Background: an optimization exercise with open tools, aiming at small area. Do not read the settings as production practice. The RTL was checked by simulation tests, not by an equivalence proof against the original design. Power is estimated from default activity; no workload was simulated.

===== flow/flow/run.sh =====
#!/bin/bash
# Standard ORFS flow, with the port buffers made from the smallest buffer cell
# and no dummy loads in the clock tree. make's full output goes to flow.log.
set -eo pipefail
export BUFFER_PORTS_ARGS="-buffer_cell sky130_fd_sc_hd__buf_1"
export CTS_ARGS="-sink_clustering_enable -repair_clock_nets -buf_list \"sky130_fd_sc_hd__clkbuf_4 sky130_fd_sc_hd__clkbuf_8\" -dont_use_dummy_load"
bash standard.sh > flow.log 2>&1

===== flow/standard.sh =====
#!/bin/bash
# synth_recipe.tcl (not shown) runs the flow's synth.tcl, then flattens the netlist and writes it again
# the make line also repeats each setting of config.mk as NAME=value (left out here)
make -C /OpenROAD-flow-scripts/flow DESIGN_CONFIG=/design/flow/config.mk WORK_HOME=/design/flow/orfs CLKGATE_MAP_FILE= SYNTH_SCRIPT=/design/flow/synth_recipe.tcl "${@:-finish}"

===== flow/config.mk =====
export PLATFORM = sky130hd
export DESIGN_NAME = alu
export DESIGN_NICKNAME = alu
export VERILOG_FILES = /design/flow/design.v
export SDC_FILE = /design/flow/constraint.sdc
export NUM_CORES = 4
export LEC_CHECK = 0
export CAP_MARGIN = 20
export CORE_MARGIN = 2
export CORE_UTILIZATION = 40
export SLEW_MARGIN = 20
export SYNTH_HIERARCHICAL = 1

===== flow/constraint.sdc =====
create_clock -name core_clock -period 8.0 [get_ports {CLK}]
set_input_delay 1.6000 -clock core_clock [delete_from_list [all_inputs] [get_ports {CLK}]]
set_output_delay 1.6000 -clock core_clock [all_outputs]
set_load 0.01 [all_outputs]

===== flow/design.v =====
module alu(OPA, OPB, CIN, INP_VALID, CLK, RST, CMD, CE, MODE, COUT, OFLOW, RES, G, E, L, ERR);
    input [7:0] OPA, OPB;
    input CLK, RST, CE, MODE, CIN;
    input [1:0] INP_VALID;
    input [3:0] CMD;
    output reg [15:0] RES;
    output reg COUT;
    output reg OFLOW;
    output reg G;
    output reg E;
    output reg L;
    output reg ERR;
    wire [3:0] fam_d;
    wire [7:0] xan_d, ybn_d;
    wire       cn_d;
    alu_dec u_dec (.OPA(OPA), .OPB(OPB), .CIN(CIN), .INP_VALID(INP_VALID), .CMD(CMD), .CE(CE), .MODE(MODE),
                   .fam_d(fam_d), .xan_d(xan_d), .ybn_d(ybn_d), .cn_d(cn_d));
    reg [3:0] fam;
    reg [7:0] xan, ybn;
    reg       cn;
    always @(posedge CLK) begin
        fam <= fam_d;
        xan <= xan_d;
        ybn <= ybn_d;
        cn  <= cn_d;
    end
    wire s_alu = ~fam[3] & ~fam[2];                  
    wire s_add = ~fam[3] & ~fam[2] & ~fam[1] & fam[0];
    wire s_sub = ~fam[3] & fam[1] & ~fam[0];
    wire s_sgn = ~fam[3] & fam[1] & fam[0];
    wire s_cmp = ~fam[3] & fam[2] & ~fam[0];
    wire s_err = ~fam[3] & fam[2] & fam[0];
    wire s_lo  = fam[3] & fam[1];                    
    wire s_hi  = fam[3] & fam[0];                    
    wire s_mul = fam[2] & fam[1];                    
    wire s_sft = fam[3] & fam[2] & ~fam[1];          
    wire [8:0] Sn;
    wire [8:0] cyn;
    assign cyn[0] = cn;
    genvar k;
    generate for (k = 0; k < 8; k = k + 1) begin : add
        alu_fa u_fa (.a(xan[k]), .b(ybn[k]), .c(cyn[k]), .s(Sn[k]), .co(cyn[k+1]));
    end endgenerate
    assign Sn[8] = cyn[8];
    wire [8:0] S = ~Sn;
    wire [15:0] P;
    alu_mul u_mul (.xan(xan), .ybn(ybn), .sg(S & {9{s_mul}}), .P(P));
    wire xa7 = ~xan[7];
    wire yb7 = ~ybn[7];
    wire z8  = ~|S[7:0];
    wire r8  = xa7 ^ yb7 ^ S[8];
    wire neg = s_cmp ? ~S[8] : r8;
    wire gel = s_cmp | s_sgn;
    wire [15:0] res_d;
    assign res_d[7:0]  = ({8{s_alu}} & S[7:0]) | ({8{s_lo}} & P[7:0]) | ({8{s_hi}} & P[15:8]) |
                         ({8{s_sft}} & {P[6:0], 1'b0});
    assign res_d[15:8] = ({8{s_mul}} & P[15:8]) | ({8{s_sft}} & P[14:7]) | {8{s_sgn & r8}};
    wire cout_d  = (s_add & S[8]) | (s_sgn & r8);
    wire oflow_d = (s_sub & ~S[8]) | (s_sgn & ~(xa7 ^ yb7) & (S[7] ^ xa7));
    wire g_d     = gel & ~neg & ~z8;
    wire e_d     = gel & ~neg & z8;
    wire l_d     = gel & neg;
    always @(posedge CLK or posedge RST) begin
        if (RST) begin
            RES <= 16'd0;
            COUT <= 1'b0;
            OFLOW <= 1'b0;
            G <= 1'b0;
            E <= 1'b0;
            L <= 1'b0;
            ERR <= 1'b0;
        end else begin
            RES <= res_d;
            COUT <= cout_d;
            OFLOW <= oflow_d;
            G <= g_d;
            E <= e_d;
            L <= l_d;
            ERR <= s_err;
        end
    end
endmodule
module alu_dec(OPA, OPB, CIN, INP_VALID, CMD, CE, MODE, fam_d, xan_d, ybn_d, cn_d);
    input [7:0] OPA, OPB;
    input CE, MODE, CIN;
    input [1:0] INP_VALID;
    input [3:0] CMD;
    output [3:0] fam_d;
    output [7:0] xan_d, ybn_d;
    output cn_d;
    wire [3:0] t;
    wire yinv, yen;
    wire [7:0] oh;
    alu_ctl u_ctl (.OPB(OPB), .CIN(CIN), .INP_VALID(INP_VALID), .CMD(CMD), .CE(CE), .MODE(MODE),
                   .fam_d(fam_d), .t(t), .yinv(yinv), .yen(yen), .oh(oh), .cn_d(cn_d));
    genvar k;
    generate for (k = 0; k < 8; k = k + 1) begin : bitk
        alu_xbit u_x (.a(OPA[k]), .b(OPB[k]), .t(t), .xn(xan_d[k]));
        alu_ybit u_y (.b(OPB[k]), .yinv(yinv), .yen(yen), .oh(oh[k]), .yn(ybn_d[k]));
    end endgenerate
endmodule
module alu_xbit(a, b, t, xn);
    input a, b;
    input [3:0] t;
    output xn;
    assign xn = ~(a ? (b ? t[3] : t[2]) : (b ? t[1] : t[0]));
endmodule
module alu_ybit(b, yinv, yen, oh, yn);
    input b, yinv, yen, oh;
    output yn;
    assign yn = ~(((b ^ yinv) & yen) | oh);
endmodule
module alu_ctl(OPB, CIN, INP_VALID, CMD, CE, MODE, fam_d, t, yinv, yen, oh, cn_d);
    input [7:0] OPB;
    input CE, MODE, CIN;
    input [1:0] INP_VALID;
    input [3:0] CMD;
    output [3:0] fam_d;
    output reg [3:0] t;
    output yinv, yen;
    output [7:0] oh;
    output cn_d;
    wire M = MODE;
    wire [3:0] C = CMD;
    wire [2:0] s = OPB[2:0];
    wire q = CIN & (&OPB);        
    wire e = |OPB[7:3];           
    wire unA1 = M & ~C[3] & C[2] & ~C[1];    
    wire unB1 = M & ~C[3] & C[2] & C[1];     
    wire unA0 = ~M & ((~C[3] & C[2] & C[1] & ~C[0]) | (C[3] & ~C[2] & ~C[1]));   
    wire unB0 = ~M & ((~C[3] & C[2] & C[1] & C[0]) | (C[3] & ~C[2] & C[1]));     
    wire exists = M ? ~(C[3] & C[2] & (C[1] | C[0])) : ~(C[3] & C[2] & C[1]);
    wire vok = ((unA1 | unA0) & INP_VALID[0]) | ((unB1 | unB0) & INP_VALID[1]) |
               (~(unA1 | unA0 | unB1 | unB0) & INP_VALID[0] & INP_VALID[1]);
    wire ok = CE & exists & vok;
    reg [3:0] f;
    always @* begin
        if (M) begin
            if (~C[3]) f = {2'b00, C[0] & ~(C[1] & ~C[2] & q), ~C[2] & (~C[0] | (C[1] & q))};
            else case (C[2:0])
                3'd0: f = 4'b0100;
                3'd1: f = 4'b1110;
                3'd2: f = 4'b1100;
                default: f = 4'b0011;
            endcase
        end else begin
            if (~C[3]) f = 4'b0000;
            else if (~C[2]) f = {2'b10, C[0], ~C[0]};
            else f = e ? 4'b0101 : 4'b1011;
        end
    end
    assign fam_d = ok ? f : 4'b1000;
    assign yen  = M & ~(~C[3] & C[2] & ~C[1]);
    assign yinv = C[3] ? (~C[1] & ~C[0]) : (C[0] & ~C[2]);
    wire yff  = M & ~C[3] & C[2] & ~C[1] & C[0];    
    wire ohen = ~M & C[3];
    wire dir = C[0] ^ ~C[2];
    wire [2:0] r;
    assign r[0] = s[0] | ~C[2];
    assign r[1] = C[2] ? (s[1] ^ (dir & s[0])) : dir;
    assign r[2] = C[2] ? (s[2] ^ (dir & (s[1] | s[0]))) : dir;
    wire [3:0] lo = {r[1] & r[0], r[1] & ~r[0], ~r[1] & r[0], ~r[1] & ~r[0]} | {4{yff}};
    wire [1:0] hi = ({r[2], ~r[2]} & {2{ohen}}) | {2{yff}};
    assign oh = {lo & {4{hi[1]}}, lo & {4{hi[0]}}};
    reg c_d;
    always @* begin
        if (M) begin
            if (~C[3]) c_d = C[2] ? ~C[0] : (C[1] ? (CIN ^ C[0]) : C[0]);
            else       c_d = ~(C[1] & C[0]);
        end else c_d = 1'b0;
    end
    assign cn_d = ~c_d;
    always @* begin
        if (M) t = C[3] ? 4'b1100 : (C[2] & C[1]) ? {4{C[0]}} : 4'b1100;
        else case (C)
            4'd0: t = 4'b1000;   
            4'd1: t = 4'b0111;   
            4'd2: t = 4'b1110;   
            4'd3: t = 4'b0001;   
            4'd4: t = 4'b0110;   
            4'd5: t = 4'b1001;   
            4'd6: t = 4'b0011;   
            4'd7: t = 4'b0101;   
            4'd10, 4'd11: t = 4'b1010;  
            default: t = 4'b1100;   
        endcase
    end
endmodule
module alu_mul(xan, ybn, sg, P);
    input [7:0] xan, ybn;
    input [8:0] sg;
    output [15:0] P;
    wire [7:0] pp [0:7];
    genvar k;
    generate for (k = 0; k < 8; k = k + 1) begin : ppg
        assign pp[k] = ~({8{xan[k]}} | ybn);
    end endgenerate
    wire fs1, fc2;
    wire fs3, fc4;
    wire fs5, fc6;
    wire fs7, fc8;
    wire fs9, fc10;
    wire fs11, fc12;
    wire fs13, fc14;
    wire fs15, fc16;
    wire fs17, fc18;
    wire fs19, fc20;
    wire fs21, fc22;
    wire fs23, fc24;
    wire fs25, fc26;
    wire fs27, fc28;
    wire fs29, fc30;
    wire fs31, fc32;
    wire fs33, fc34;
    wire fs35, fc36;
    wire fs37, fc38;
    wire fs39, fc40;
    wire fs41, fc42;
    wire fs43, fc44;
    wire fs45, fc46;
    wire fs47, fc48;
    wire fs49, fc50;
    wire fs51, fc52;
    wire fs53, fc54;
    wire fs55, fc56;
    wire fs57, fc58;
    wire fs59, fc60;
    wire fs61, fc62;
    wire fs63, fc64;
    wire fs65, fc66;
    wire fs67, fc68;
    wire fs69, fc70;
    wire fs71, fc72;
    wire fs73, fc74;
    wire fs75, fc76;
    wire fs77, fc78;
    wire fs79, fc80;
    wire fs81, fc82;
    wire fs83, fc84;
    wire fs85, fc86;
    wire fs87, fc88;
    wire fs89, fc90;
    wire fs91, fc92;
    wire fs93, fc94;
    wire fs95, fc96;
    wire fs97, fc98;
    wire fs99, fc100;
    wire fs101, fc102;
    wire fs103, fc104;
    wire fs105, fc106;
    wire fs107, fc108;
    wire fs109, fc110;
    wire fs111, fc112;
    wire hs113, hc114;
    wire hs115, hc116;
    wire hs117, hc118;
    wire hs119, hc120;
    wire hs121, hc122;
    wire hs123, hc124;
    wire hs125, hc126;
    wire hs127, hc128;
    wire hs129, hc130;
    wire hs131, hc132;
    wire hs133, hc134;
    wire hs135, hc136;
    wire hs137, hc138;
    wire hs139, hc140;
    wire hs141, hc142;
    wire xs143;
    alu_fa u_fs1 (.a(pp[0][1]), .b(pp[1][0]), .c(sg[1]), .s(fs1), .co(fc2));
    alu_fa u_fs3 (.a(pp[0][2]), .b(pp[1][1]), .c(pp[2][0]), .s(fs3), .co(fc4));
    alu_fa u_fs5 (.a(fs3), .b(fc2), .c(sg[2]), .s(fs5), .co(fc6));
    alu_fa u_fs7 (.a(pp[0][3]), .b(pp[1][2]), .c(pp[2][1]), .s(fs7), .co(fc8));
    alu_fa u_fs9 (.a(pp[3][0]), .b(fc4), .c(fs7), .s(fs9), .co(fc10));
    alu_fa u_fs11 (.a(fs9), .b(sg[3]), .c(fc6), .s(fs11), .co(fc12));
    alu_fa u_fs13 (.a(pp[0][4]), .b(pp[1][3]), .c(pp[2][2]), .s(fs13), .co(fc14));
    alu_fa u_fs15 (.a(pp[3][1]), .b(pp[4][0]), .c(fc8), .s(fs15), .co(fc16));
    alu_fa u_fs17 (.a(fs13), .b(fc10), .c(fs15), .s(fs17), .co(fc18));
    alu_fa u_fs19 (.a(fs17), .b(sg[4]), .c(fc12), .s(fs19), .co(fc20));
    alu_fa u_fs21 (.a(pp[0][5]), .b(pp[1][4]), .c(pp[2][3]), .s(fs21), .co(fc22));
    alu_fa u_fs23 (.a(pp[3][2]), .b(pp[4][1]), .c(pp[5][0]), .s(fs23), .co(fc24));
    alu_fa u_fs25 (.a(fc14), .b(fs21), .c(fs23), .s(fs25), .co(fc26));
    alu_fa u_fs27 (.a(fc16), .b(fs25), .c(fc18), .s(fs27), .co(fc28));
    alu_fa u_fs29 (.a(fs27), .b(fc20), .c(sg[5]), .s(fs29), .co(fc30));
    alu_fa u_fs31 (.a(pp[0][6]), .b(pp[1][5]), .c(pp[2][4]), .s(fs31), .co(fc32));
    alu_fa u_fs33 (.a(pp[3][3]), .b(pp[4][2]), .c(pp[5][1]), .s(fs33), .co(fc34));
    alu_fa u_fs35 (.a(pp[6][0]), .b(fc22), .c(fc24), .s(fs35), .co(fc36));
    alu_fa u_fs37 (.a(fs31), .b(fs33), .c(fc26), .s(fs37), .co(fc38));
    alu_fa u_fs39 (.a(fs35), .b(fs37), .c(fc28), .s(fs39), .co(fc40));
    alu_fa u_fs41 (.a(fs39), .b(sg[6]), .c(fc30), .s(fs41), .co(fc42));
    alu_fa u_fs43 (.a(pp[0][7]), .b(pp[1][6]), .c(pp[2][5]), .s(fs43), .co(fc44));
    alu_fa u_fs45 (.a(pp[3][4]), .b(pp[4][3]), .c(pp[5][2]), .s(fs45), .co(fc46));
    alu_fa u_fs47 (.a(pp[6][1]), .b(pp[7][0]), .c(fc32), .s(fs47), .co(fc48));
    alu_fa u_fs49 (.a(fc34), .b(fs43), .c(fs45), .s(fs49), .co(fc50));
    alu_fa u_fs51 (.a(fc36), .b(fs47), .c(fs49), .s(fs51), .co(fc52));
    alu_fa u_fs53 (.a(fc38), .b(fs51), .c(fc40), .s(fs53), .co(fc54));
    alu_fa u_fs55 (.a(fs53), .b(sg[7]), .c(fc42), .s(fs55), .co(fc56));
    alu_fa u_fs57 (.a(pp[1][7]), .b(pp[2][6]), .c(pp[3][5]), .s(fs57), .co(fc58));
    alu_fa u_fs59 (.a(pp[4][4]), .b(pp[5][3]), .c(pp[6][2]), .s(fs59), .co(fc60));
    alu_fa u_fs61 (.a(pp[7][1]), .b(fc44), .c(fc46), .s(fs61), .co(fc62));
    alu_fa u_fs63 (.a(fs57), .b(fs59), .c(fc48), .s(fs63), .co(fc64));
    alu_fa u_fs65 (.a(fc50), .b(fs61), .c(fs63), .s(fs65), .co(fc66));
    alu_fa u_fs67 (.a(fc52), .b(fs65), .c(fc54), .s(fs67), .co(fc68));
    alu_fa u_fs69 (.a(fs67), .b(sg[8]), .c(fc56), .s(fs69), .co(fc70));
    alu_fa u_fs71 (.a(pp[2][7]), .b(pp[3][6]), .c(pp[4][5]), .s(fs71), .co(fc72));
    alu_fa u_fs73 (.a(pp[5][4]), .b(pp[6][3]), .c(pp[7][2]), .s(fs73), .co(fc74));
    alu_fa u_fs75 (.a(fc58), .b(fc60), .c(fs71), .s(fs75), .co(fc76));
    alu_fa u_fs77 (.a(fs73), .b(fc62), .c(fs75), .s(fs77), .co(fc78));
    alu_fa u_fs79 (.a(fc64), .b(fs77), .c(fc66), .s(fs79), .co(fc80));
    alu_fa u_fs81 (.a(fs79), .b(fc68), .c(fc70), .s(fs81), .co(fc82));
    alu_fa u_fs83 (.a(pp[3][7]), .b(pp[4][6]), .c(pp[5][5]), .s(fs83), .co(fc84));
    alu_fa u_fs85 (.a(pp[6][4]), .b(pp[7][3]), .c(fc72), .s(fs85), .co(fc86));
    alu_fa u_fs87 (.a(fc74), .b(fs83), .c(fc76), .s(fs87), .co(fc88));
    alu_fa u_fs89 (.a(fs85), .b(fc78), .c(fs87), .s(fs89), .co(fc90));
    alu_fa u_fs91 (.a(fs89), .b(fc80), .c(fc82), .s(fs91), .co(fc92));
    alu_fa u_fs93 (.a(pp[4][7]), .b(pp[5][6]), .c(pp[6][5]), .s(fs93), .co(fc94));
    alu_fa u_fs95 (.a(pp[7][4]), .b(fc84), .c(fs93), .s(fs95), .co(fc96));
    alu_fa u_fs97 (.a(fc86), .b(fs95), .c(fc88), .s(fs97), .co(fc98));
    alu_fa u_fs99 (.a(fc90), .b(fs97), .c(fc92), .s(fs99), .co(fc100));
    alu_fa u_fs101 (.a(pp[5][7]), .b(pp[6][6]), .c(pp[7][5]), .s(fs101), .co(fc102));
    alu_fa u_fs103 (.a(fc94), .b(fs101), .c(fc96), .s(fs103), .co(fc104));
    alu_fa u_fs105 (.a(fs103), .b(fc98), .c(fc100), .s(fs105), .co(fc106));
    alu_fa u_fs107 (.a(pp[6][7]), .b(pp[7][6]), .c(fc102), .s(fs107), .co(fc108));
    alu_fa u_fs109 (.a(fs107), .b(fc104), .c(fc106), .s(fs109), .co(fc110));
    alu_fa u_fs111 (.a(pp[7][7]), .b(fc108), .c(fc110), .s(fs111), .co(fc112));
    alu_ha u_hs113 (.a(pp[0][0]), .b(sg[0]), .s(hs113), .co(hc114));
    alu_ha u_hs115 (.a(fs1), .b(hc114), .s(hs115), .co(hc116));
    alu_ha u_hs117 (.a(fs5), .b(hc116), .s(hs117), .co(hc118));
    alu_ha u_hs119 (.a(fs11), .b(hc118), .s(hs119), .co(hc120));
    alu_ha u_hs121 (.a(fs19), .b(hc120), .s(hs121), .co(hc122));
    alu_ha u_hs123 (.a(fs29), .b(hc122), .s(hs123), .co(hc124));
    alu_ha u_hs125 (.a(fs41), .b(hc124), .s(hs125), .co(hc126));
    alu_ha u_hs127 (.a(fs55), .b(hc126), .s(hs127), .co(hc128));
    alu_ha u_hs129 (.a(fs69), .b(hc128), .s(hs129), .co(hc130));
    alu_ha u_hs131 (.a(fs81), .b(hc130), .s(hs131), .co(hc132));
    alu_ha u_hs133 (.a(fs91), .b(hc132), .s(hs133), .co(hc134));
    alu_ha u_hs135 (.a(fs99), .b(hc134), .s(hs135), .co(hc136));
    alu_ha u_hs137 (.a(fs105), .b(hc136), .s(hs137), .co(hc138));
    alu_ha u_hs139 (.a(fs109), .b(hc138), .s(hs139), .co(hc140));
    alu_ha u_hs141 (.a(fs111), .b(hc140), .s(hs141), .co(hc142));
    assign xs143 = fc112 ^ hc142;
    assign P = {xs143, hs141, hs139, hs137, hs135, hs133, hs131, hs129, hs127, hs125, hs123, hs121, hs119, hs117, hs115, hs113};
endmodule
module alu_fa(a, b, c, s, co);
    input a, b, c;
    output s, co;
    assign s  = a ^ b ^ c;
    assign co = (a & b) | (a & c) | (b & c);
endmodule
module alu_ha(a, b, s, co);
    input a, b;
    output s, co;
    assign s  = a ^ b;
    assign co = a & b;
endmodule

==> metrics.md, run 1 <==
| Metric | Value |
|---|---|
| WP data arrival | `7870 ps` |
| Pwr Density | `188 nW/um2` |
| Most common cell in the netlist | `nor2_1` |
| Worst-path cell chain | `fa_2, fa_2, nor2_1, fa_1, fa_1, fa_2, fa_2, fa_2, fa_1, fa_1, fa_1, fa_2, fa_1, fa_1, fa_1, fa_1, fa_1, ha_1, xor2_1, a22oi_1, o21ai_0, o2bb2ai_1` |
| Max Clk Rate | `0.130 GHz` |
| Largest family of logic cells by synthesized area | `adder cells` |
| Cts hold-fix bufs | `0` |
| Total power | `0.890 mW` |
| First-pass GRT wire length | `16.5 mm` |
| Syn Area/Cell | `10.2 um2` |
| Pin count of the biggest net entering global routing | `29` |
| Antenna Nets Post-Route | `0` |
| Maximum VDD drop | `0.101 mV` |
| Crit path required time | `8190 ps` |
| Post-synth cell types | `63` |
| Post-synth EDFFs | `0` |
| Total number of vias | `3312` |
| Worst Max-Slew Pin Slew | `955 ps` |
| WP buf/inv | `0` |
| Max_cap viols | `0` |
| Final Routed Wirelength | `9.67 mm` |
| Vias per inst | `5.44` |
| Final net count | `580` |
| CTS tree | `built` |
| Crit-path max FO | `3` |
| Starting Density | `0.407` |
| Finished Layout Cells | `about 600` |
| DPL Wire Length | `7.50 mm` |
| Fin crit share | `0.959` |
| Antenna violations before repair | `0` |
| Die Width | `approximately 110 um` |
| Synth top cells by count | `nor2_1 (91), fa_1 (64), dfrtp_1 (22), dfxtp_1 (21), ha_1 (21)` |
| Final Hold Fails | `0` |
| Num rows | `39` |
| CP startpoint | `xan[0]` |
| Post-synthesis mux area share | `0.0435` |
| CP top delay family | `adder cells` |
| Reg2reg end | `RES[7]` |
| Endpoint class of the critical path | `flop` |
| Initial drt markers | `154` |
| PortBufs | `48` |
| H-tree levels | `2` |
| RD Place Congestion | `0.897` |
| I/O pin cnt | `49` |
| Clk slew on worst S/H paths | `80 ps` |
| 1st-pass router iterations | `5` |
| Post-synthesis compound-gate area fraction | `0.131` |
| Largest stage delay, worst path | `570 ps` |
| Crit-path slowest cell | `fa_2` |
| Yosys warnings | `9` |
| Top FF cell, synth | `dfrtp_1` |
| Clock net sink count | `43` |
| Overall Global Routing Usage | `0.162` |
| Synthesis-stage register bit count | `43` |
| Util after Layout | `0.419` |
| Leakage power | `about 2.1 nW` |
| R2R Setup Slk | `approximately 330 ps` |
| Hold Crit Class | `reg -> reg` |
| Setup repair after global routing missed its margin | `no` |
| Final Max Slew Viols | `0` |
| Post-Synth Simple-Gate Area | `0.152` |
| Worst Hold Launch | `fam[3]` |
| Synth area leader | `fa_1` |
| Hold depth | `1` |
| TNS Setup | `0 ps` |
| Worst slew margin | `0.364` |
| Ant diodes | `0` |
| Cell area after synthesis | `4600 um2` |
| Most numerous cell on the critical path | `fa_1` |
| Fraction of layout cells with a size suffix above 1 | `0.101` |
| Die H | `111 um` |
| Synth Area in Adders | `0.335` |
| # placed instances | `601` |
| Die ar. | `12400 um2` |
| Total CTS buffers | `5` |
| Area Overhead vs Synth | `3.04%` |
| Post-synth ARST share | `0.512` |
| Setup Viol. Count Final | `0` |
| Clock tree buffer depth | `2` |
| Fin crit period | `7670 ps` |
| Share of the synthesized area in the top cell type | `0.278` |
| GRT Residual Overflow | `0` |
| Top post-synthesis cells by area | `fa_1 (28%), dfrtp_1 (12%), dfxtp_1 (9.1%), nor2_1 (7.4%), ha_1 (5.7%)` |
| Register area share after synthesis | `0.211` |
| Outcome | `complete, no violations` |
| Number of global-route vias before repair | `between 3000 and 4000` |
| Worst Reg-to-Reg Cells | `22` |
| Post-Synth XOR/XNOR Area | `0.0299` |
| Core ar. | `~11000 um2` |
| Routed len/inst | `15.9 um` |
| Worst-Skew Late Latency | `300 ps` |
| Clock Root Buffer | `clkbuf_8` |
| Mapped Cells | `450` |
| Worst setup path class | `reg -> reg` |
| Reg2Reg Launch Point | `xan[0]` |
| Layout Skew | `22.4 ps` |
| # DRC | `0` |
| Hold Path End | `RES[7]` |
| Worst Setup Start Kind | `flop` |
## how the worst max path moves through the flow
| stage | cells after the start | endpoint | slack (ps) |
|---|---|---|---|
| CTS | 22 | RES[7] | 140 |
| global route | 22 | RES[7] | 40 |
| global placement | 22 | RES[7] | 160 |
| detailed placement | 22 | RES[7] | 120 |
| finish | 22 | RES[7] | 330 |
| floorplan | 23 | RES[7] | 300 |
## cells by family (layout without fill, tap and decap cells)
| family | after synthesis | after routing |
|---|---|---|
| XOR/XNOR | 14 | 14 |
| AND/OR/NAND/NOR | 149 | 149 |
| adder cells (fa/ha/maj) | 85 | 85 |
| flip-flops | 43 | 43 |
| AO/OA/AOI/OAI | 86 | 86 |
| buffers and inverters | 63 | 79 |
| multiplexers | 10 | 10 |
## per-stage QoR
step | area, um2 | hold WS (ps) | setup WS, ps
finish | 4740 | 679 | 327
global route | 4740 | 719 | 41.9
CTS | 4700 | 671 | 135
detailed placement | 4630 | 687 | 117
global placement | 4630 | 683 | 162
floorplan | 4600 | 533 | 300
## what timing repair did
| action | 4_1_cts | 5_1_grt |
|---|---|---|
| setup buffers | 0 | 2 |
| gates resized for setup | 0 | 9 |
| endpoints found under the setup margin | 0 | 4 |
## registers in the layout, summed over array words and instances (netlist names)
register and cells:
fam 4, L 1, RES 16, ERR 1
COUT 1, ybn 8, E 1, xan 8
cn 1, G 1, OFLOW 1
## where the power goes
group / switching, mW / total [mW] / internal (mW) / leakage (nW)
combinational: 0.278 / 0.504 / 0.225 / 1.59
sequential: 0.0322 / 0.266 / 0.234 / 0.480
clock: 0.0639 / 0.120 / 0.0562 / 0.0359
## Yosys stat by module (local to each module, per instance), a selection
module    cells  flip-flops and latches  cell area [um2]
alu         135                      43             1560
alu_ctl     107                       0              703
alu_fa        1                       0             20.0
alu_ha        1                       0             12.5
alu_mul      97                       0              554
alu_xbit      2                       0             26.3
alu_ybit      2                       0             13.8
## worst register-to-register path: cells and delay by family (launching register included)
kind                       cells  cell delay, ps
xor gates and xnor gates       1             180
DFF                            1             330
adders and majority gates     17            6650
and+or+nand+nor                1              70
AOI/OAI and AO/OA              3             380
## cell usage in the layout (no fill, tap or decap), types with 5 or more instances in the layout
cell	count
nor3_1	8
clkbuf_8	5
a21oi_1	14
o21ai_1	11
fa_1	55
fa_2	9
buf_4	10
nand2_1	18
dfxtp_1	21
nor2b_1	6
buf_1	48
nor2_1	91
ha_1	21
dfrtp_1	22
inv_1	14
o2bb2ai_1	7
xor2_1	12
o21ai_0	11
mux4_2	8
a22oi_1	15
## final cells by class
type                    instances  area [um2]
fillers                      1097        6580
multi-input cells             344        3210
flip-flops and latches         43         971
repair buffers                 59         260
well taps                     143         179
clock buffers                   5        68.8
inverters                      15        56.3
## routing by layer
layer | global-route usage | wire [um]
met5 | 0 | 0
met3 | 0.0279 | 572
met2 | 0.250 | 4340
met1 | 0.234 | 4590
met4 | 0.0486 | 173
==> run 2, diff against run 1 <==
==> flow/flow/run.sh (replaced) <==
#!/bin/bash
# Standard ORFS flow, with the port buffers made from the smallest buffer cell
# and no dummy loads in the clock tree. make's full output goes to flow.log.
set -eo pipefail
export BUFFER_PORTS_ARGS="-buffer_cell sky130_fd_sc_hd__buf_1"
export REMOVE_ABC_BUFFERS=1
export CTS_ARGS="-sink_clustering_enable -repair_clock_nets -buf_list sky130_fd_sc_hd__clkbuf_8 -dont_use_dummy_load"
bash standard.sh > flow.log 2>&1
--- a/flow/config.mk
+++ b/flow/config.mk
@@ -9,4 +9,5 @@
 export CORE_MARGIN = 2
 export CORE_UTILIZATION = 40
+export GPL_TIMING_DRIVEN = 0
 export SLEW_MARGIN = 20
 export SYNTH_HIERARCHICAL = 1
==> metrics.md, run 2 <==
| Metric | Value |
|---|---|
| Outcome | `complete, no violations` |
| Clock net sink count | `43 (unchanged)` |
| Post-synth EDFFs | `0 (unchanged)` |
| Top post-synthesis cells by area | `fa_1 (28%), dfrtp_1 (12%), dfxtp_1 (9.1%), nor2_1 (7.4%), ha_1 (5.7%)` |
| Core ar. | `11300 um2 (unchanged)` |
| Clock Root Buffer | `clkbuf_8` |
| Register area share after synthesis | `0.211 (unchanged)` |
| Largest registers | `RES (16), xan (8), ybn (8)` |
| Final Hold Fails | `0 (unchanged)` |
| Worst slew margin | `0.348 (-0.0156)` |
| Fin crit share | `0.966 (+0.00700)` |
| Initial drt markers | `151 (-1.9%)` |
| Max Clk Rate | `0.129 GHz (-0.73%)` |
| Final Routed Wirelength | `9.69 mm (+0.14%)` |
| Mapped Cells | `450 (unchanged)` |
| First-pass GRT wire length | `16.6 mm (+0.33%)` |
| Final net count | `574 (-1.0%)` |
| Clock tree buffer depth | `2 (unchanged)` |
| Leakage power | `2.09 nW (-1.2%)` |
| Maximum VDD drop | `0.137 mV (+36%)` |
| Worst-Skew Late Latency | `280 ps (-20 ps)` |
| Reg2Reg Launch Point | `xan[0]` |
| Top reg by flops | `RES` |
| WP data arrival | `7870 ps (about the same)` |
| Crit path required time | `8140 ps (-50 ps)` |
| Synth area leader | `fa_1` |
| Endpoint class of the critical path | `flop` |
| Register Area | `978 um2 (+0.77%)` |
| Synthesis-stage register bit count | `43 (unchanged)` |
| Worst setup path class | `reg -> reg` |
| Total CTS buffers | `5 (unchanged)` |
| Pin count of the biggest net entering global routing | `30 (+3.4%)` |
| Most common cell in the netlist | `nor2_1` |
| TNS Setup | `0 ps (unchanged)` |
| # DRC | `0 (unchanged)` |
| Largest register FFs | `16 (unchanged)` |
| Max_cap viols | `0 (unchanged)` |
| Cell area after synthesis | `4600 um2 (unchanged)` |
| Post-synth ARST share | `0.512 (unchanged)` |
| Antenna violations before repair | `0 (unchanged)` |
| Share of the synthesized area in the top cell type | `0.278 (unchanged)` |
| Fin crit period | `7730 ps (+56.0 ps)` |
| Cts hold-fix bufs | `0 (unchanged)` |
| Clk slew on worst S/H paths | `70 ps (about the same)` |
| Setup Viol. Count Final | `0 (unchanged)` |
| PortBufs | `48 (unchanged)` |
| Vias per inst | `5.39 (-0.83%)` |
| Die Width | `111 um (unchanged)` |
| Overall Global Routing Usage | `0.161 (-0.00103)` |
| Worst Reg-to-Reg Cells | `22 (unchanged)` |
| Most frequent cells in the layout | `nor2_1 (91), fa_1 (51), buf_1 (48)` |
| Routed len/inst | `16.1 um (+1.1%)` |
| Reg2reg end | `RES[7]` |
| Largest stage delay, worst path | `590 ps (+20 ps)` |
| CP top delay family | `adder cells` |
| Top FF cell, synth | `dfrtp_1` |
| Layout Skew | `14.8 ps (-7.57 ps)` |
| R2R Setup Slk | `270 ps (-60 ps)` |
| RD Place Congestion | `0.831 (-7.3%)` |
| DPL Wire Length | `7.53 mm (+0.31%)` |
| Crit-path max FO | `6 (+3)` |
| Hold Crit Class | `reg -> reg` |
| Most common cell after layout, fill and taps aside | `nor2_1` |
| FILL cells | `1101 (+0.36%)` |
| Hold depth | `1 (unchanged)` |
| Area Overhead vs Synth | `2.77%` |
| Synth top cells by count | `nor2_1 (91), fa_1 (64), dfrtp_1 (22), dfxtp_1 (21), ha_1 (21)` |
| Number of global-route vias before repair | `3403 (+0.53%)` |
| Worst Hold Launch | `fam[3]` |
| Die H | `111 um (unchanged)` |
| Fraction of layout cells with a size suffix above 1 | `0.107 (+0.00566)` |
| Hold Path End | `RES[1]` |
| Util after Layout | `0.418 (-0.00111)` |
| Final Max Slew Viols | `0 (unchanged)` |
| Starting Density | `0.407 (unchanged)` |
| Worst Setup Start Kind | `flop` |
| Yosys warnings | `9 (unchanged)` |
| Post-synth cell types | `63 (unchanged)` |
| GRT Residual Overflow | `0 (unchanged)` |
| Die ar. | `12400 um2 (unchanged)` |
| Syn Area/Cell | `10.2 um2 (unchanged)` |
| Crit-path slowest cell | `fa_2` |
| Ant diodes | `0 (unchanged)` |
| WP buf/inv | `0 (unchanged)` |
| CTS tree | `built` |
| Worst-path cell chain | `fa_2, fa_2, fa_2, fa_2, fa_2, nor2_1, fa_1, fa_2, fa_1, fa_1, fa_2, fa_1, fa_1, fa_2, fa_1, fa_1, fa_1, ha_1, xor2_1, a22oi_1, o21ai_1, o2bb2ai_1` |
| I/O pin cnt | `49 (unchanged)` |
| 1st-pass router iterations | `4 (-1)` |
| Num rows | `39 (unchanged)` |
| Area occupied by multi-input gates | `3230 um2 (+0.70%)` |
| Pwr Density | `189 nW/um2 (+0.86%)` |
| Worst Max-Slew Pin Slew | `978 ps (+23.3 ps)` |
| H-tree levels | `2 (unchanged)` |
| Total number of vias | `3252 (-1.8%)` |
| Antenna Nets Post-Route | `0 (unchanged)` |
-- run 2: cell count changes in the layout (fill, tap and decap cells not counted), sizes merged --
cell,change
buf,-5
clkbuf,-1
-- run 2: worst max path at each step --
| stage | from | to | slack, ps | depth (start not counted) |
|---|---|---|---|---|
| floorplan | xan[0] | RES[7] | 320 | 22 |
| global placement | xan[0] | RES[7] | -100 | 22 |
| detailed placement | xan[0] | RES[7] | -130 | 22 |
| CTS | xan[0] | RES[7] | 20 | 22 |
| global route | xan[0] | RES[6] | -6 | 21 |
| finish | xan[0] | RES[7] | 270 | 22 |
-- run 2: power by group --
group / internal, mW / leakage [nW] / switching (mW)
combinational: 0.230 / 1.57 / 0.273
sequential: 0.234 / 0.480 / 0.0406
clock: 0.0562 / 0.0359 / 0.0606
-- run 2: area by class of cell --
| class | instances | share of cell area |
|---|---|---|
| clock buffer | 5 | 0.0145 |
| multi-input combinational | 344 | 0.683 |
| sequential | 43 | 0.207 |
| tap | 143 | 0.0378 |
| inverter | 15 | 0.0119 |
| timing repair buffer | 53 | 0.0460 |
-- run 2: what timing repair did --
item | CTS | global route
endpoints found under the setup margin | 3 | 4
pin swaps | 2 | 2
gates resized for setup | 7 | 12
setup buffers | 2 | 3
-- run 2: kinds of logic after synthesis --
family	Yosys count	synth area share
flip-flops	43	0.211
buffers and inverters	63	0.0970
AO/OA/AOI/OAI	86	0.131
AND/OR/NAND/NOR	149	0.152
XOR/XNOR	14	0.0299
adder cells (fa/ha/maj)	85	0.335
multiplexers	10	0.0435
-- run 2: worst reg2reg max path, cell delays in order, from the launching register on --
cell       delay [ps]
dfxtp_4           380
fa_2              400
fa_2              400
fa_2              350
fa_2              350
fa_2              590
nor2_1             60
fa_1              430
fa_2              370
fa_1              380
fa_1              390
fa_2              350
fa_1              380
fa_1              390
fa_2              350
fa_1              380
fa_1              390
fa_1              450
ha_1              220
xor2_1            170
a22oi_1           140
o21ai_1            90
o2bb2ai_1         170
-- run 2: stage by stage --
| stage | total power, mW | instances | instance area, um2 | hold slack, ps | setup WS (ps) |
|---|---|---|---|---|---|
| floorplan | 0.611 | 402 | 4210 | 571 | 320 |
| global placement | 0.752 | 593 | 4570 | 681 | -99.6 |
| detailed placement | 0.763 | 593 | 4570 | 698 | -135 |
| CTS | 0.892 | 600 | 4670 | 712 | 21.0 |
| global route | 0.980 | 603 | 4730 | 762 | -6.16 |
| finish | 0.895 | 603 | 4730 | 710 | 271 |
-- run 2: routing by layer --
| layer | vias up | track usage | share of wire |
|---|---|---|---|
| li1 | 1531 | - | - |
| met4 | 0 | 0.0288 | 0.014 |
| met1 | 1596 | 0.226 | 0.44 |
| met5 | - | 0 | 0 |
| met2 | 113 | 0.265 | 0.49 |
| met3 | 12 | 0.0273 | 0.058 |
-- run 2: per-module statistics from Yosys (local to each module, per instance), a selection --
module | copies in the design | area (um2) | cells | flops+latches
alu_ha | 15 | 12.5 | 1 | 0
alu_ctl | 1 | 703 | 107 | 0
alu_mul | 1 | 554 | 97 | 0
alu_xbit | 8 | 26.3 | 2 | 0
alu_ybit | 8 | 13.8 | 2 | 0
alu | 1 | 1560 | 135 | 43
alu_fa | 64 | 20.0 | 1 | 0
==> run 3, diff against run 2 <==
--- a/flow/flow/run.sh
+++ b/flow/flow/run.sh
@@ -4,5 +4,4 @@
 set -eo pipefail
 export BUFFER_PORTS_ARGS="-buffer_cell sky130_fd_sc_hd__buf_1"
-export REMOVE_ABC_BUFFERS=1
 export CTS_ARGS="-sink_clustering_enable -repair_clock_nets -buf_list sky130_fd_sc_hd__clkbuf_8 -dont_use_dummy_load"
 bash standard.sh > flow.log 2>&1
--- a/flow/config.mk
+++ b/flow/config.mk
@@ -9,5 +9,4 @@
 export CORE_MARGIN = 2
 export CORE_UTILIZATION = 40
-export GPL_TIMING_DRIVEN = 0
 export SLEW_MARGIN = 20
 export SYNTH_HIERARCHICAL = 1
==> metrics.md, run 3 <==
| Metric | Value |
|---|---|
| Finished Layout Cells | `609 (+1.0%)` |
| Endpoint class of the critical path | `flop` |
| Core ar. | `11300 um2 (unchanged)` |
| Final Routed Wirelength | `9.67 mm (-0.14%)` |
| Setup Viol. Count Final | `0 (unchanged)` |
| Initial drt markers | `154 (+2.0%)` |
| Metal2 WL | `4.34 mm (-8.1%)` |
| Top Metal Used | `met4` |
| Max Clk Rate | `0.130 GHz (+0.73%)` |
| H-tree levels | `2 (unchanged)` |
| Fin crit share | `0.959 (-0.00700)` |
| Clock net sink count | `43 (unchanged)` |
| WL met3 | `572 um (+1.6%)` |
| Met1 WL | `4.59 mm (+7.5%)` |
| Num rows | `39 (unchanged)` |
| Top reg by flops | `RES` |
| Post-synth cell types | `63 (unchanged)` |
| Fin crit period | `7670 ps (-56.0 ps)` |
| Area Overhead vs Synth | `3.04%` |
| Post-route cell area | `4740 um2 (+0.26%)` |
| DPL Wire Length | `7.50 mm (-0.31%)` |
| Final net count | `580 (+1.0%)` |
| Crit-path max FO | `3 (-3)` |
| Ant diodes | `0 (unchanged)` |
| Most common cell in the netlist | `nor2_1` |
| Hold Crit Class | `reg -> reg` |
| Top post-synthesis cells by area | `fa_1 (28%), dfrtp_1 (12%), dfxtp_1 (9.1%), nor2_1 (7.4%), ha_1 (5.7%)` |
| Pin count of the biggest net entering global routing | `29 (-3.3%)` |
| Register area share after synthesis | `0.211 (unchanged)` |
| Final Hold Fails | `0 (unchanged)` |
| Cts hold-fix bufs | `0 (unchanged)` |
| Worst Max-Slew Pin Slew | `955 ps (-23.3 ps)` |
| Final Max Slew Viols | `0 (unchanged)` |
| Largest registers | `RES (16), xan (8), ybn (8)` |
| Maximum VDD drop | `0.101 mV (-26%)` |
| Synth area leader | `fa_1` |
| 1st-pass router iterations | `5 (+1)` |
| Worst Setup Start Kind | `flop` |
| Yosys warnings | `9 (unchanged)` |
| TNS Setup | `0 ps (unchanged)` |
| Largest stage delay, worst path | `570 ps (-20 ps)` |
| Worst slew margin | `0.364 (+0.0156)` |
| Clock Root Buffer | `clkbuf_8` |
| GRT Residual Overflow | `0 (unchanged)` |
| Setup repair after global routing missed its margin | `no` |
| Syn Area/Cell | `10.2 um2 (unchanged)` |
| Overall Global Routing Usage | `0.162 (+0.00103)` |
| Cell area after synthesis | `4600 um2 (unchanged)` |
| CP top delay family | `adder cells` |
| RD Place Congestion | `0.897 (+7.9%)` |
| Top FF cell, synth | `dfrtp_1` |
| Number of global-route vias before repair | `3385 (-0.53%)` |
| Worst setup margin | `327 ps (+56.0 ps)` |
| Antenna violations before repair | `0 (unchanged)` |
| Vias per inst | `5.44 (+0.84%)` |
| First-pass GRT wire length | `16.5 mm (-0.33%)` |
| Synth top cells by count | `nor2_1 (91), fa_1 (64), dfrtp_1 (22), dfxtp_1 (21), ha_1 (21)` |
| Most frequent cells in the layout | `nor2_1 (91), fa_1 (55), buf_1 (48)` |
| Fraction of layout cells with a size suffix above 1 | `0.101 (-0.00566)` |
| Crit path required time | `8190 ps (+50 ps)` |
| Worst-path cell chain | `fa_2, fa_2, nor2_1, fa_1, fa_1, fa_2, fa_2, fa_2, fa_1, fa_1, fa_1, fa_2, fa_1, fa_1, fa_1, fa_1, fa_1, ha_1, xor2_1, a22oi_1, o21ai_0, o2bb2ai_1` |
| Clk slew on worst S/H paths | `80 ps (about the same)` |
| Pwr Density | `188 nW/um2 (-0.85%)` |
| CTS tree | `built` |
| Leakage power | `2.11 nW (+1.2%)` |
| Worst setup path class | `reg -> reg` |
| Dpl ws | `117 ps (+252 ps)` |
| Share of the synthesized area in the top cell type | `0.278 (unchanged)` |
| Total CTS buffers | `5 (unchanged)` |
| Antenna Nets Post-Route | `0 (unchanged)` |
| Routed len/inst | `15.9 um (-1.1%)` |
| Max_cap viols | `0 (unchanged)` |
| Post-synth EDFFs | `0 (unchanged)` |
| Crit-path slowest cell | `fa_2` |
| WP buf/inv | `0 (unchanged)` |
| Largest register FFs | `16 (unchanged)` |
| # DRC | `0 (unchanged)` |
| Util after Layout | `0.419 (+0.00111)` |
| Worst hold margin | `679 ps (-31.7 ps)` |
| Synthesis-stage register bit count | `43 (unchanged)` |
| Most common cell after layout, fill and taps aside | `nor2_1` |
| Outcome | `complete, no violations` |
| Clock tree buffer depth | `2 (unchanged)` |
| WP data arrival | `7870 ps (about the same)` |
| Total number of vias | `3312 (+1.8%)` |
| PortBufs | `48 (unchanged)` |
| Die H | `111 um (unchanged)` |
| Most numerous cell on the critical path | `fa_1` |
| Post-synth ARST share | `0.512 (unchanged)` |
| Worst-Skew Late Latency | `300 ps (+20 ps)` |
| Total power | `0.890 mW (-0.59%)` |
| Die Width | `111 um (unchanged)` |
| Placed cell areas | `4630 um2 (+1.3%)` |
| Starting Density | `0.407 (unchanged)` |
| Die ar. | `12400 um2 (unchanged)` |
| I/O pin cnt | `49 (unchanged)` |
| Layout Skew | `22.4 ps (+7.57 ps)` |
| Mapped Cells | `450 (unchanged)` |
| # placed instances | `601 (+1.3%)` |
run 3: modules after synthesis, one instance, submodules excluded, excerpt:
module	area, um2	flops+latches
alu_ha	12.5	0
alu_ybit	13.8	0
alu_fa	20.0	0
alu_mul	554	0
alu_ctl	703	0
alu_xbit	26.3	0
alu	1560	43
run 3: what timing repair did:
action	in CTS	in global routing
setup buffers	0	2
resized for setup	0	9
setup endpoints to repair	0	4
endpoints found under the hold margin	0	0
run 3: metal layers:
metal  global-route usage  vias to the layer above
met5                    0                        -
met4               0.0486                        0
met3               0.0279                       14
met2                0.250                      116
met1                0.234                     1638
li1                     -                     1544
run 3: kinds of logic after synthesis:
logic type,Yosys count,share of synthesized area
flops,43,0.211
mux,10,0.0435
simple gates,149,0.152
compound gates,86,0.131
buf+inv,63,0.0970
fa+ha+maj,85,0.335
xor+xnor,14,0.0299
run 3: final cells by class:
type / instances / area, um2
Tap cell: 143 / 179
Timing Repair Buffer: 59 / 260
Clock buffer: 5 / 68.8
Sequential cell: 43 / 971
Fill cell: 1097 / 6580
Multi-Input combinational cell: 344 / 3210
Inverter: 15 / 56.3
run 3: final timing paths:
kind,startpoint,to,slack [ps],cells after the start
setup / recovery,xan[0],RES[7],330,22
hold / removal,fam[3],RES[7],680,1
setup reg to reg,xan[0],RES[7],330,22
hold reg to reg,fam[3],RES[7],680,1
max in group asynchronous,RST,RES[4],6080,2
min in group asynchronous,RST,RES[3],1410,2
run 3: where the power goes:
group	total [mW]	leakage [nW]	internal [mW]	switching (mW)
registers	0.266	0.480	0.234	0.0322
logic	0.504	1.59	0.225	0.278
clock network	0.120	0.0359	0.0562	0.0639
total	0.890	2.11	0.516	0.374
==> run 4, diff against run 3 <==
==> flow/flow/run.sh (replaced) <==
#!/bin/bash
# Standard ORFS flow, with the port buffers made from the smallest buffer cell
# and no dummy loads in the clock tree. make's full output goes to flow.log.
set -eo pipefail
export BUFFER_PORTS_ARGS="-buffer_cell sky130_fd_sc_hd__buf_1"
export REMOVE_ABC_BUFFERS=1
export CTS_ARGS="-sink_clustering_enable -repair_clock_nets -buf_list sky130_fd_sc_hd__clkbuf_16 -dont_use_dummy_load"
bash standard.sh > flow.log 2>&1
--- a/flow/config.mk
+++ b/flow/config.mk
@@ -9,4 +9,5 @@
 export CORE_MARGIN = 2
 export CORE_UTILIZATION = 40
+export GPL_TIMING_DRIVEN = 0
 export SLEW_MARGIN = 20
 export SYNTH_HIERARCHICAL = 1
==> metrics.md, run 4 <==
| Metric | Value |
|---|---|
| Pin count of the biggest net entering global routing | `30 (+3.4%)` |
| Synth top cells by count | `nor2_1 (91), fa_1 (64), dfrtp_1 (22), dfxtp_1 (21), ha_1 (21)` |
| CP top delay family | `adder cells` |
| Synthesis-stage register bit count | `43 (unchanged)` |
| Worst Reg-to-Reg Cells | `22 (unchanged)` |
| Total number of vias | `3244 (-2.1%)` |
| Dpl ws | `-135 ps (-252 ps)` |
| Setup Viol. Count Final | `0 (unchanged)` |
| Largest stage delay, worst path | `580 ps (about the same)` |
| Routed len/inst | `16.4 um (+3.0%)` |
| WP buf/inv | `0 (unchanged)` |
| Fin crit period | `7790 ps (+115 ps)` |
| Yosys warnings | `9 (unchanged)` |
| GR Layer Usage met3 | `0.0252 (-0.00273)` |
| Hold Crit Class | `reg -> reg` |
| Crit-path max FO | `9 (+6)` |
| H-tree levels | `2 (unchanged)` |
| Mapped Cells | `450 (unchanged)` |
| Post-synth EDFFs | `0 (unchanged)` |
| DPL Wire Length | `7.53 mm (+0.31%)` |
| Maximum VDD drop | `0.133 mV (+31%)` |
| Cts hold-fix bufs | `0 (unchanged)` |
| Worst hold margin | `701 ps (+22.4 ps)` |
| Worst slew margin | `0.320 (-0.0436)` |
| Worst setup margin | `212 ps (-115 ps)` |
| Largest register FFs | `16 (unchanged)` |
| Die Width | `111 um (unchanged)` |
| First-pass GRT wire length | `16.6 mm (+0.67%)` |
| Antenna Nets Post-Route | `0 (unchanged)` |
| Most frequent cells in the layout | `nor2_1 (91), fa_1 (51), buf_1 (48)` |
| Synth area leader | `fa_1` |
| Share of the synthesized area in the top cell type | `0.278 (unchanged)` |
| I/O pin cnt | `49 (unchanged)` |
| Crit path required time | `8140 ps (-50 ps)` |
| Top reg by flops | `RES` |
| Worst-path cell chain | `fa_2, fa_2, nor2_1, fa_1, fa_1, fa_2, fa_2, fa_2, fa_1, fa_1, fa_2, fa_1, fa_1, fa_2, fa_1, fa_1, fa_1, ha_1, xor2_1, a22oi_1, o21ai_1, o2bb2ai_1` |
| Max_cap viols | `0 (unchanged)` |
| Area Overhead vs Synth | `3.62%` |
| Vias per inst | `5.40 (-0.75%)` |
| Worst Setup Start Kind | `flop` |
| Core ar. | `11300 um2 (unchanged)` |
| Final Routed Wirelength | `9.83 mm (+1.6%)` |
| Initial drt markers | `143 (-7.1%)` |
| Most common cell after layout, fill and taps aside | `nor2_1` |
| Die H | `111 um (unchanged)` |
| 1st-pass router iterations | `4 (-1)` |
| Num rows | `39 (unchanged)` |
| Crit-path slowest cell | `fa_2` |
| Top FF cell, synth | `dfrtp_1` |
| Cell area after synthesis | `4600 um2 (unchanged)` |
| Clock net sink count | `43 (unchanged)` |
| Register area share after synthesis | `0.211 (unchanged)` |
| Final Hold Fails | `0 (unchanged)` |
| GRT Residual Overflow | `0 (unchanged)` |
| Worst setup path class | `reg -> reg` |
| Layout Skew | `13.7 ps (-8.68 ps)` |
| Clk slew on worst S/H paths | `60 ps (-20 ps)` |
| Worst Max-Slew Pin Slew | `1020 ps (+65.4 ps)` |
| Antenna violations before repair | `0 (unchanged)` |
| Outcome | `complete, no violations` |
| Hold depth | `2 (+1)` |
| Die ar. | `12400 um2 (unchanged)` |
| Final net count | `572 (-1.4%)` |
| Number of global-route vias before repair | `3416 (+0.92%)` |
| Most numerous cell on the critical path | `fa_1` |
| # DRC | `0 (unchanged)` |
| Fraction of layout cells with a size suffix above 1 | `0.103 (+0.00176)` |
| Fin crit share | `0.974 (+0.0144)` |
| Post-synth ARST share | `0.512 (unchanged)` |
| Total power | `0.958 mW (+7.7%)` |
| WP data arrival | `7930 ps (+60 ps)` |
| FILL cells | `1098 (+0.091%)` |
| RD Place Congestion | `0.831 (-7.3%)` |
| Clock Root Buffer | `clkbuf_16` |
| PortBufs | `48 (unchanged)` |
| Overall Global Routing Usage | `0.162 (+0.000334)` |
| Register Area | `976 um2 (+0.52%)` |
| Post-synth cell types | `63 (unchanged)` |
| Starting Density | `0.407 (unchanged)` |
| Pwr Density | `201 nW/um2 (+7.1%)` |
| # placed instances | `593 (-1.3%)` |
| Worst-Skew Late Latency | `280 ps (-20 ps)` |
| CTS tree | `built` |
| Total CTS buffers | `5 (unchanged)` |
| WP depth | `22 (unchanged)` |
| Clock tree buffer depth | `2 (unchanged)` |
| Area occupied by multi-input gates | `3230 um2 (+0.70%)` |
| Grt met2 use | `0.270 (+0.0203)` |
| Layer with the highest usage | `met2` |
| Syn Area/Cell | `10.2 um2 (unchanged)` |
| Final Max Slew Viols | `0 (unchanged)` |
| Top post-synthesis cells by area | `fa_1 (28%), dfrtp_1 (12%), dfxtp_1 (9.1%), nor2_1 (7.4%), ha_1 (5.7%)` |
| Most common cell in the netlist | `nor2_1` |
| Largest registers | `RES (16), xan (8), ybn (8)` |
| Endpoint class of the critical path | `flop` |
| Max Clk Rate | `0.128 GHz (-1.5%)` |
| Leakage power | `2.10 nW (-0.42%)` |
| Met1 Usage GRT | `0.226 (-0.00800)` |
| Finished Layout Cells | `601 (-1.3%)` |
| TNS Setup | `0 ps (unchanged)` |
| Ant diodes | `0 (unchanged)` |
## run 4: Yosys stat by module, one instance, submodules excluded, a selection
module | area (um2) | copies in the design | cells
alu_mul | 554 | 1 | 97
alu_ha | 12.5 | 15 | 1
alu | 1560 | 1 | 135
alu_fa | 20.0 | 64 | 1
alu_ctl | 703 | 1 | 107
alu_ybit | 13.8 | 8 | 2
alu_xbit | 26.3 | 8 | 2
## run 4: per-stage QoR
stage,area [um2],util
after global routing,4770,0.421
after global placement,4570,0.404
final,4770,0.421
after detailed placement,4570,0.404
after CTS,4730,0.418
after floorplan,4210,-
## run 4: cell families after synthesis
| family | after synthesis | synth area share |
|---|---|---|
| compound gates | 86 | 0.131 |
| buf+inv | 63 | 0.0970 |
| flops | 43 | 0.211 |
| mux | 10 | 0.0435 |
| fa+ha+maj | 85 | 0.335 |
| simple gates | 149 | 0.152 |
| xor+xnor | 14 | 0.0299 |
## run 4: path summary, 6_finish.rpt
| kind | from | to | slack [ps] |
|---|---|---|---|
| worst min-delay path | fam[3] | RES[0] | 700 |
| worst min register to register | fam[3] | RES[0] | 700 |
| worst max register to register | xan[0] | RES[7] | 210 |
| min in group asynchronous | RST | COUT | 1440 |
| max in group asynchronous | RST | RES[4] | 6070 |
| worst max-delay path | xan[0] | RES[7] | 210 |
## run 4: area by class of cell
| class | instances | share of cell area |
|---|---|---|
| repair buffers | 51 | 0.0425 |
| clock buffers | 5 | 0.0262 |
| multi-input cells | 344 | 0.677 |
| flip-flops and latches | 43 | 0.205 |
| well taps | 143 | 0.0375 |
| inverters | 15 | 0.0118 |
## run 4: worst register-to-register path: stages (launching register included)
cell,delay (ps)
dfxtp_4,390
fa_2,410
fa_2,580
nor2_1,60
fa_1,400
fa_1,440
fa_2,370
fa_2,350
fa_2,360
fa_1,390
fa_1,390
fa_2,350
fa_1,380
fa_1,390
fa_2,360
fa_1,400
fa_1,390
fa_1,450
ha_1,220
xor2_1,170
a22oi_1,150
o21ai_1,90
o2bb2ai_1,170
## run 4: report_power, final
part	switching, mW	internal, mW
combinational	0.275	0.229
clock	0.0684	0.110
sequential	0.0412	0.235
total	0.384	0.574
## run 4: repair_timing
item / CTS / global route
gates resized for setup: 7 / 11
buffers inserted: 2 / 1
pin swaps: 2 / 2
endpoints found under the setup margin: 4 / 4
## run 4: routing by layer
layer / routed length, um / part of all wire
met4: 105 / 0.011
met3: 449 / 0.046
met5: 0 / 0
met1: 4410 / 0.45
met2: 4860 / 0.49
==> run 5, diff against run 4 <==
==> flow/flow/run.sh (replaced) <==
#!/bin/bash
# Standard ORFS flow, with the port buffers made from the smallest buffer cell
# and no dummy loads in the clock tree. make's full output goes to flow.log.
set -eo pipefail
export BUFFER_PORTS_ARGS="-buffer_cell sky130_fd_sc_hd__buf_1"
export REMOVE_ABC_BUFFERS=1
export CTS_ARGS="-sink_clustering_enable -repair_clock_nets -buf_list sky130_fd_sc_hd__clkbuf_8 -sink_clustering_size 30 -sink_clustering_max_diameter 150 -dont_use_dummy_load"
bash standard.sh > flow.log 2>&1
==> metrics.md, run 5 <==
| Metric | Value |
|---|---|
| Die H | `111 um (unchanged)` |
| Most common cell in the netlist | `nor2_1` |
| Synth top cells by count | `nor2_1 (91), fa_1 (64), dfrtp_1 (22), dfxtp_1 (21), ha_1 (21)` |
| Worst Max-Slew Pin Slew | `978 ps (-42.0 ps)` |
| # DRC | `0 (unchanged)` |
| Largest register FFs | `16 (unchanged)` |
| Most frequent cells in the layout | `nor2_1 (91), fa_1 (51), buf_1 (48)` |
| Total CTS buffers | `5 (unchanged)` |
| Leakage power | `2.09 nW (-0.76%)` |
| Largest registers | `RES (16), xan (8), ybn (8)` |
| Synthesis-stage register bit count | `43 (unchanged)` |
| I/O pin cnt | `49 (unchanged)` |
| Max Clk Rate | `0.129 GHz (+0.76%)` |
| Area Overhead vs Synth | `2.77%` |
| Vias per inst | `5.39 (about the same)` |
| Clock net sink count | `43 (unchanged)` |
| Post-route cell area | `4730 um2 (-0.81%)` |
| Register area share after synthesis | `0.211 (unchanged)` |
| Cts hold-fix bufs | `0 (unchanged)` |
| CTS tree | `built` |
| Switch Pwr | `0.375 mW (-2.6%)` |
| Initial drt markers | `151 (+5.6%)` |
| Synth area leader | `fa_1` |
| Crit-path max FO | `6 (-3)` |
| Max_cap viols | `0 (unchanged)` |
| Outcome | `complete, no violations` |
| GRT Residual Overflow | `0 (unchanged)` |
| First-pass GRT wire length | `16.6 mm (-0.33%)` |
| Total number of vias | `3252 (+0.25%)` |
| PortBufs | `48 (unchanged)` |
| Util after Layout | `0.418 (-0.00343)` |
| Layout Skew | `14.8 ps (+1.11 ps)` |
| Top reg by flops | `RES` |
| Yosys warnings | `9 (unchanged)` |
| Clock tree buffer depth | `2 (unchanged)` |
| Share of power burned in registers | `0.307 (+0.019)` |
| Post-synth cell types | `63 (unchanged)` |
| Crit-path slowest cell | `fa_2` |
| Pin count of the biggest net entering global routing | `30 (unchanged)` |
| Syn Area/Cell | `10.2 um2 (unchanged)` |
| Switching Fraction | `0.418 (+0.0172)` |
| Grt met2 use | `0.265 (-0.00488)` |
| Gate power share | `0.562 (+0.036)` |
| Crit path required time | `8140 ps (about the same)` |
| Share of the synthesized area in the top cell type | `0.278 (unchanged)` |
| Worst setup path class | `reg -> reg` |
| Clk slew on worst S/H paths | `70 ps (about the same)` |
| Starting Density | `0.407 (unchanged)` |
| Setup Viol. Count Final | `0 (unchanged)` |
| Fraction of layout cells with a size suffix above 1 | `0.107 (+0.00390)` |
| Met1 Usage GRT | `0.226 (about the same)` |
| Antenna Nets Post-Route | `0 (unchanged)` |
| Worst Setup Start Kind | `flop` |
| Number of global-route vias before repair | `3403 (-0.38%)` |
| WP data arrival | `7870 ps (-60 ps)` |
| Core ar. | `11300 um2 (unchanged)` |
| RD Place Congestion | `0.831 (unchanged)` |
| Post-synth EDFFs | `0 (unchanged)` |
| Die ar. | `12400 um2 (unchanged)` |
| Overall Global Routing Usage | `0.161 (-0.00136)` |
| Antenna violations before repair | `0 (unchanged)` |
| Top post-synthesis cells by area | `fa_1 (28%), dfrtp_1 (12%), dfxtp_1 (9.1%), nor2_1 (7.4%), ha_1 (5.7%)` |
| Ant diodes | `0 (unchanged)` |
| Clock Root Buffer | `clkbuf_8` |
| Hold Crit Class | `reg -> reg` |
| GR Layer Usage met3 | `0.0273 (+0.00219)` |
| Fin crit share | `0.966 (-0.00739)` |
| Die Width | `111 um (unchanged)` |
| Endpoint class of the critical path | `flop` |
| 1st-pass router iterations | `4 (unchanged)` |
| Layer with the highest usage | `met2` |
| Pwr Density | `189 nW/um2 (-5.8%)` |
| WP buf/inv | `0 (unchanged)` |
| Final Routed Wirelength | `9.69 mm (-1.5%)` |
| Worst slew margin | `0.348 (+0.0280)` |
| Worst hold margin | `710 ps (+9.26 ps)` |
| Final Max Slew Viols | `0 (unchanged)` |
| Final Hold Fails | `0 (unchanged)` |
| Placed cell areas | `4570 um2 (unchanged)` |
| Post-synth ARST share | `0.512 (unchanged)` |
| Int Pwr | `0.521 mW (-9.3%)` |
| CP top delay family | `adder cells` |
| Num rows | `39 (unchanged)` |
| DPL Wire Length | `7.53 mm (unchanged)` |
| Top FF cell, synth | `dfrtp_1` |
| Largest stage delay, worst path | `590 ps (about the same)` |
| Clock power frac | `0.130 (-0.056)` |
| Final net count | `574 (+0.35%)` |
| Worst-path cell chain | `fa_2, fa_2, fa_2, fa_2, fa_2, nor2_1, fa_1, fa_2, fa_1, fa_1, fa_2, fa_1, fa_1, fa_2, fa_1, fa_1, fa_1, ha_1, xor2_1, a22oi_1, o21ai_1, o2bb2ai_1` |
| Worst-Skew Late Latency | `280 ps (about the same)` |
| H-tree levels | `2 (unchanged)` |
| Routed len/inst | `16.1 um (-1.8%)` |
| FILL cells | `1101 (+0.27%)` |
| Fin crit period | `7730 ps (-59.1 ps)` |
| Mapped Cells | `450 (unchanged)` |
| Maximum VDD drop | `0.137 mV (+3.6%)` |
| Most common cell after layout, fill and taps aside | `nor2_1` |
| Cell area after synthesis | `4600 um2 (unchanged)` |
-- run 5: cell count changes in the layout (fill, tap and decap cells not counted), sizes merged --
cell,previous run,this run
buf,51,53
-- run 5: area by class of cell --
cell class                      count  area (um2)  share of cell area
Sequential cell                    43         978               0.207
Timing Repair Buffer               53         218              0.0460
Tap cell                          143         179              0.0378
Inverter                           15        56.3              0.0119
Multi-Input combinational cell    344        3230               0.683
Clock buffer                        5        68.8              0.0145
-- run 5: worst paths after layout --
path	start	end	slack, ps	depth (start not counted)
max in group asynchronous	RST	RES[4]	6070	2
min reg2reg	fam[3]	RES[1]	710	1
min	fam[3]	RES[1]	710	1
max	xan[0]	RES[7]	270	22
max reg2reg	xan[0]	RES[7]	270	22
min in group asynchronous	RST	COUT	1420	2
-- run 5: stage by stage --
step | setup TNS (ps) | setup slack [ps] | power (mW) | std cells
after global placement | -192 | -99.6 | 0.752 | 593
final | 0 | 271 | 0.895 | 603
after detailed placement | -266 | -135 | 0.763 | 593
after floorplan | 0 | 320 | 0.611 | 402
after global routing | -6.16 | -6.16 | 0.980 | 603
after CTS | 0 | 21.0 | 0.892 | 600
-- run 5: modules after synthesis, one instance, submodules excluded, a selection --
module	cell area, um2	times used	flops+latches	cells
alu_fa	20.0	64	0	1
alu_mul	554	1	0	97
alu_ha	12.5	15	0	1
alu_ctl	703	1	0	107
alu	1560	1	43	135
alu_ybit	13.8	8	0	2
alu_xbit	26.3	8	0	2
-- run 5: power groups by stage --
stage / logic (mW) / registers, mW / clock network (mW)
after floorplan: 0.343 / 0.268 / 0
after global placement: 0.474 / 0.279 / 0
after detailed placement: 0.484 / 0.279 / 0
after CTS: 0.495 / 0.275 / 0.123
after global routing: 0.567 / 0.279 / 0.134
final: 0.503 / 0.275 / 0.117
-- run 5: metal layers --
layer	vias up	part of all wire
met2	113	0.49
met5	-	0
met3	12	0.058
li1	1531	-
met1	1596	0.44
met4	0	0.014
-- run 5: kinds of logic (layout without fill, tap and decap cells) --
family / after synthesis / count (layout) / share of synthesized area
adders and majority gates: 85 / 85 / 0.335
DFF: 43 / 43 / 0.211
and+or+nand+nor: 149 / 149 / 0.152
xor gates and xnor gates: 14 / 14 / 0.0299
AOI/OAI and AO/OA: 86 / 86 / 0.131
muxes: 10 / 10 / 0.0435
buffers and inverters: 63 / 73 / 0.0970
-- run 5: repair_timing --
item	in CTS	in global routing
setup buffers	2	3
pin swaps	2	2
gates resized for setup	7	12
endpoints found under the setup margin	3	4

==> re-timing with driven ports <==
No port has a modelled driver above. Below, the same layouts with a new extraction and two added sets of constraints.
Step 1: set_driving_cell puts a clkbuf_16 on CLK and a buf_2 on each other input, an assumption about the parent block.
Step 2 moves the port delays by t, midway between the first and last clock arrival at a register: inputs arrive t later, outputs are due t later. That takes back most of the time a late clock gives input paths.
Slacks: no drivers / after step 1 / after step 2; pairs: no drivers / after step 1.
| run | t, ns | setup slack, ns | cell pins on the clock port's net |
|---|---|---|---|
| run 1 | 0.323 | 0.327 / 0.327 / 0.327 | 1 |
| run 2 | 0.305 | 0.271 / 0.271 / 0.271 | 1 |
| run 3 | 0.323 | 0.327 / 0.327 / 0.327 | 1 |
| run 4 | 0.308 | 0.212 / 0.212 / 0.212 | 1 |
| run 5 | 0.305 | 0.271 / 0.271 / 0.271 | 1 |
After both steps every run listed still meets setup and hold.
